This is an optimization exercise on Yosys and OpenROAD, whose aim is small area, not a production implementation. The RTL was checked by simulation tests, not by an equivalence proof against the original design.

<file path="run.sh">
#!/bin/bash
# synth_recipe.tcl (not shown) runs the flow's synth.tcl, then flattens the netlist and writes it again
# the make line also repeats each setting of config.mk as NAME=value (left out here)
make -C /OpenROAD-flow-scripts/flow DESIGN_CONFIG=/design/flow/config.mk WORK_HOME=/design/flow/orfs CLKGATE_MAP_FILE= SYNTH_SCRIPT=/design/flow/synth_recipe.tcl finish
</file>
<file path="config.mk">
export PLATFORM = sky130hd
export DESIGN_NAME = mul_128_module
export DESIGN_NICKNAME = mul_128_module
export VERILOG_FILES = /design/flow/design.v
export SDC_FILE = /design/flow/constraint.sdc
export NUM_CORES = 4
export LEC_CHECK = 0
export CAP_MARGIN = 20
export CORE_MARGIN = 2
export CORE_UTILIZATION = 45
export SLEW_MARGIN = 20
</file>
<file path="constraint.sdc">
create_clock -name core_clock -period 8.0 [get_ports {clk}]
set_input_delay 1.6000 -clock core_clock [delete_from_list [all_inputs] [get_ports {clk}]]
set_output_delay 1.6000 -clock core_clock [all_outputs]
set_load 0.01 [all_outputs]
</file>
<file path="design.v">
	`timescale 1ns / 1ps
	module mul_8_module(
    		input  wire clk,
    		input  wire [7:0] mul_A,
    		input  wire [7:0] mul_B,
    		output reg  [15:0] mul_out,
			input wire In_Busy,
			output reg Out_Busy
    );
		wire [7:0] A, B;
      wire [15:0] d0 , d1 , d2 , d3 , d4 , d5 , d6 , d7 ;
		assign A=mul_A;
		assign B=mul_B;
    assign d0[7:0] = A[7:0];
    assign d0[15:8]=8'b0;
    assign d1 = B[0]?d0:8'b0;
    assign d2 = B[1]?d1^d0<<1:d1;
    assign d3 = B[2]?d2^d0<<2:d2;
    assign d4 = B[3]?d3^d0<<3:d3;
    assign d5 = B[4]?d4^d0<<4:d4;
    assign d6 = B[5]?d5^d0<<5:d5;
    assign d7 = B[6]?d6^d0<<6:d6;
	always @(posedge clk) begin
		mul_out<=B[7]?d7^d0<<7:d7;
		if(!In_Busy)
			Out_Busy<=1'h0;
		else
			Out_Busy<=1'h1;
	end
	endmodule
module mul_16_module(
		 input       clk,
		 input[15:0] A,
		 input[15:0] B,
		 output[31:0] mul_16,
		 input wire In_Busy,
		 output wire Out_Busy
		 );
		wire[15:0] d0,d1,d2,d7;
		wire Out_Busy1,Out_Busy2,Out_Busy3;
		assign Out_Busy=Out_Busy1;
		mul_8_module mul1(
			.clk(clk),
			.mul_A(A[7:0]),
			.mul_B(B[7:0]),
			.mul_out(d0),
			.In_Busy(In_Busy),
			.Out_Busy(Out_Busy1)
			);
		mul_8_module mul2(
			.clk(clk),
			.mul_A(A[7:0]^A[15:8]),
			.mul_B(B[7:0]^B[15:8]),
			.mul_out(d1),
			.In_Busy(In_Busy),
			.Out_Busy(Out_Busy2)
			);
		mul_8_module mul3(
			.clk(clk),
			.mul_A(A[15:8]),
			.mul_B(B[15:8]),
			.mul_out(d2),
			.In_Busy(In_Busy),
			.Out_Busy(Out_Busy3)
			);
			assign d7 = d1^d2^d0;
			assign mul_16[31:0] = {d2[15:8],((d2[7:0])^(d7[15:8])),((d0[15:8])^(d7[7:0])),d0[7:0]};
	endmodule
	module mul_32_module(
	    input wire         clk,
		 input  wire [31:0] A,
		 input  wire [31:0] B,
		 output wire [63:0] mul_32,
		 input wire In_Busy,
		 output wire Out_Busy
		 );
		wire[31:0] d0,d1,d2,d7;
		wire Out_Busy1,Out_Busy2,Out_Busy3;
		assign Out_Busy=Out_Busy1;
		mul_16_module mul1(
				.clk(clk),
				.A(A[15:0]),
				.B(B[15:0]),
				.mul_16(d0),
				.In_Busy(In_Busy),
				.Out_Busy(Out_Busy1)
				);
		mul_16_module mul2(
				.clk(clk),
				.A(A[15:0]^A[31:16]),
				.B(B[15:0]^B[31:16]),
				.mul_16(d1),
				.In_Busy(In_Busy),
				.Out_Busy(Out_Busy2)
				);
		mul_16_module mul3(
			.clk(clk),
			.A(A[31:16]),
			.B(B[31:16]),
			.mul_16(d2),
			.In_Busy(In_Busy),
			.Out_Busy(Out_Busy3)
			);
			assign d7 = d1^d2^d0;
			assign mul_32[63:0] = {d2[31:16],((d2[15:0])^(d7[31:16])),((d0[31:16])^(d7[15:0])),d0[15:0]};
	endmodule
	module mul_64_module(
	    input  wire        clk,
		 input  wire [63:0] A,
		 input  wire [63:0] B,
		 output wire [127:0] mul_64,
		 input wire In_Busy,
		 output wire Out_Busy
		 );
		wire[63:0] d0,d1,d2,d7;
		wire Out_Busy1,Out_Busy2,Out_Busy3;
		assign Out_Busy=Out_Busy1;
		mul_32_module mul1(
			 .clk(clk),
			.A(A[31:0]),
			.B(B[31:0]),
			.mul_32(d0),
			.In_Busy(In_Busy),
			.Out_Busy(Out_Busy1)
			);
		mul_32_module mul2(
			.clk(clk),
			.A(A[31:0]^A[63:32]),
			.B(B[31:0]^B[63:32]),
			.mul_32(d1),
			.In_Busy(In_Busy),
			.Out_Busy(Out_Busy2)
			);
		mul_32_module mul3(
			.clk(clk),
			.A(A[63:32]),
			.B(B[63:32]),
			.mul_32(d2),
			.In_Busy(In_Busy),
			.Out_Busy(Out_Busy3)
			);
			assign d7 = d1^d2^d0;
			assign mul_64[127:0] = {d2[63:32],((d2[31:0])^(d7[63:32])),((d0[63:32])^(d7[31:0])),d0[31:0]};
	endmodule
	module mul_128_module(
		 input               clk,
		 input  wire [127:0] A,
		 input  wire [127:0] B,
		 output wire [255:0] mul_128,
		 input  wire         In_Busy,
		 output wire         Out_Busy
		 );
		wire[127:0] d0,d1,d2,d7;
		wire Out_Busy1,Out_Busy2,Out_Busy3;
		assign Out_Busy=Out_Busy1;
		mul_64_module mul_641(
			.clk(clk),
			.A(A[63:0]),
			.B(B[63:0]),
			.mul_64(d0),
			.In_Busy(In_Busy),
			.Out_Busy(Out_Busy1)
			);
		mul_64_module mul_642(
			.clk(clk),
			.A(A[63:0]^A[127:64]),
			.B(B[63:0]^B[127:64]),
			.mul_64(d1),
			.In_Busy(In_Busy),
			.Out_Busy(Out_Busy2)
			);
		mul_64_module mul_643(
			.clk(clk),
			.A(A[127:64]),
			.B(B[127:64]),
			.mul_64(d2),
			.In_Busy(In_Busy),
			.Out_Busy(Out_Busy3)
			);
	assign d7 = d1^d2^d0;
		assign mul_128[255:0] = {d2[127:64],((d2[63:0])^(d7[127:64])),((d0[127:64])^(d7[63:0])),d0[63:0]};
	endmodule
</file>
==> run notes <==
Max stage delay on crit path 0.99 ns; Rows 183; largest net degree at the start of global routing 17; clock tree buffer depth 3; Die Wd 503 microns; port bufs 513; global-route wire length before repair 855 mm; Mapped Cells 14200; Clock transition at path regs 0.06 ns; core area 248000 sq um; worst slew pin tran 1.41 ns; number of H-tree levels 4; Final Cycle Share 96.9%; RSZ-0062 raised after global routing false; Synth Register Bits 1216; area grow syn2layout 18.0%; Slew HR 5.43%; Hold Path End mul_641.mul1.mul1.mul1.Out_Busy; Final #Nets 15500; Detailed Route WL 652 mm; detailed router's first-iteration violation count 17900; CTS Buf Count 156; min cycle time layout 7.75 ns; mean routed wirelength per cell 34.7 microns; YS warnings 1; Post-CTS Hold Buffers 0; Fillers 24000; post-layout util 53.3%; M1 WL 230 mm; hold path start In_Busy; total die area 253000 sq um; critical path startpoint category register; post-CTS setup buffers 0; GRT Total Usage 49.7%; First-pass DRT Iterations 7; status no timing/DRC/antenna violations; Final TNS setup 0 ns; post-route ant nets 0; CTS Sinks 1216; grt ovf 0; WS Path Type register to output pin; worst path cell trace xor2_1, xnor2_1, xnor2_1, xor2_1, xnor2_1, xor2_1, xnor2_1, xor2_1, clkdlybuf4s50_1; crit path max fanout 2; clock root buffer clkbuf_16; post-synthesis cell area 112000 sq um; Seq/Total Area, Yosys 21.7%; # IOs 515; Achievable Freq 0.129 GHz; Crit path required time 6.40 ns; CP max-delay cell xnor2_1; post-CTS sizing 0; residual DRC count 0; share of layout cells above drive strength 1 9.80%; hold crit path type input port to register; Top Metal Used met5; initial antenna violation count 48; Detailed Place HPWL 512 mm; Slew Viols, Final 0; post-synth net total 14500; Initial Util 45.2%; CTS tree yes; final hold violation count 0; Avg Inst Size Synth 7.88 sq um; WL met2 246 mm; Hold Path Cell Cnt 1; vias in the first global route 95200; Setup crit end kind output pin; global placer's final weighted congestion 1.16; vias per cell 5.65; synth unique cells 16; Die Y 503 microns; Final Setup Violations 0; maxcap violations 0; CP arrival 6.15 ns; Vias 106000; metal3 WL 104 mm
[layer usage]
| layer | vias to the layer above | GRT usage [%] |
|---|---|---|
| met4 | 28 | 42.4 |
| met2 | 9111 | 66.6 |
| met3 | 2465 | 23.2 |
| li1 | 44600 | - |
| met5 | - | 1.75 |
| met1 | 49900 | 58.9 |
[critical path: cells and delay by family, from the launching register on]
family / cells / cell delay (ns)
xor+xnor: 8 / 4.28
flops: 1 / 0.33
buf+inv: 1 / 0.65
[placed cells by master (no fill, tap or decap)]
master           netlist  routed
xnor2_2              237     295
nand2_1              992     992
clkbuf_8               0      27
buf_16                 0       1
clkdlybuf4s50_1        0     509
clkinv_8               0       5
clkbuf_1             356      21
buf_8                  0       1
clkinv_2               0      35
inv_16                 0       2
xor2_1              1133    1127
inv_6                  0       7
buf_4                129     898
buf_12                 0       1
conb_1                 1       1
nor2_2                 1       1
clkbuf_16              0     158
and2_1                32      32
bufinv_16              0      15
clkinvlp_4             0      10
xor2_2                 0       6
nor2_1              4159    4159
xnor2_4                4      39
buf_6                  0       2
clkinv_4               0       3
inv_1                  3       3
diode_2                0      35
buf_2                  3       4
dfxtp_1             1216    1216
xnor2_1             5935    5842
[area by class of cell]
cell class | count | area (sq um) | area share (%)
clock inverters | 77 | 910 | 0.687
repair buffers | 1416 | 11900 | 9.02
flip-flops and latches | 1216 | 24300 | 18.4
multi-input cells | 12500 | 86600 | 65.4
inverters | 3 | 11.3 | 0.00850
clock buffers | 206 | 4400 | 3.33
well taps | 3330 | 4170 | 3.15
diodes | 35 | 87.6 | 0.0661
[through the flow]
| stage | hold WS (ns) | area, sq um | setup WS (ns) | cells |
|---|---|---|---|---|
| floorplan | 1.63 | 112000 | 4.42 | 14200 |
| global route | 1.17 | 132000 | 0.535 | 18800 |
| finish | 1.17 | 132000 | 0.249 | 18800 |
| detailed placement | 2.06 | 127000 | 1.73 | 18500 |
| global placement | 2.05 | 127000 | 1.50 | 18500 |
| CTS | 1.17 | 132000 | 0.813 | 18700 |
[cell usage after synthesis]
master / n / area share (%)
xnor2_1: 5935 / 46
nor2_1: 4159 / 14
dfxtp_1: 1216 / 22
xor2_1: 1133 / 8.8
nand2_1: 992 / 3.3
clkbuf_1: 356 / 1.2
xnor2_2: 237 / 3.4
buf_4: 129 / 0.86
buf_1: 33 / 0.11
and2_1: 32 / 0.18
xnor2_4: 4 / 0.098
buf_2: 3 / 0.013
inv_1: 3 / 0.010
clkbuf_2: 1 / 0.0045
conb_1: 1 / 0.0033
nor2_2: 1 / 0.0056
[worst max path at each step]
stage / startpoint / to / slack (ns) / cells past startpoint
after global routing: mul_643.mul1.mul3.mul1.mul_out[6] / mul_128[86] / 0.53 / 9
after detailed placement: mul_641.mul1.mul3.mul1.mul_out[12] / mul_128[116] / 1.73 / 9
after floorplan: mul_641.mul1.mul1.mul1.mul_out[12] / mul_128[116] / 4.42 / 8
after CTS: mul_641.mul1.mul3.mul1.mul_out[12] / mul_128[116] / 0.81 / 9
after global placement: mul_643.mul1.mul3.mul1.mul_out[6] / mul_128[86] / 1.50 / 9
final: mul_641.mul1.mul3.mul1.mul_out[12] / mul_128[116] / 0.25 / 9
[kinds of logic (layout without fill, tap and decap cells)]
logic type,count (synthesis),after routing,synth area share (%)
simple gates,5184,5184,17.4
xor+xnor,7309,7309,58.7
flops,1216,1216,21.7
other cells,1,36,0.00334
buf+inv,525,1702,2.19

-- separate check: timing with driven ports --
The results above use ideal ports. As a check the final layout listed here was re-extracted and re-timed, cells and wires unchanged.
Step 1 assumes that a clkbuf_16 drives the clock port and a buf_2 every other input.
Step 2 adds t to the input delays and takes it off the output delays; t is the mean of the earliest and latest rising clock arrival at the registers after step 1. Input paths then give back, and output paths get back, about the clock's delay inside the block.
Slacks: ideal / step 1 / step 2; pairs: ideal / step 1.
shift t [ns]: 0.968
slack for setup (ns): 0.249 / 0.157 / 1.125
slew at the worst register clock pin (ns): 0.07 / 0.07
After both steps setup and hold are still met in this run. The setup slack of this run moves by -0.092 ns with the drivers and by +0.876 ns with both steps.
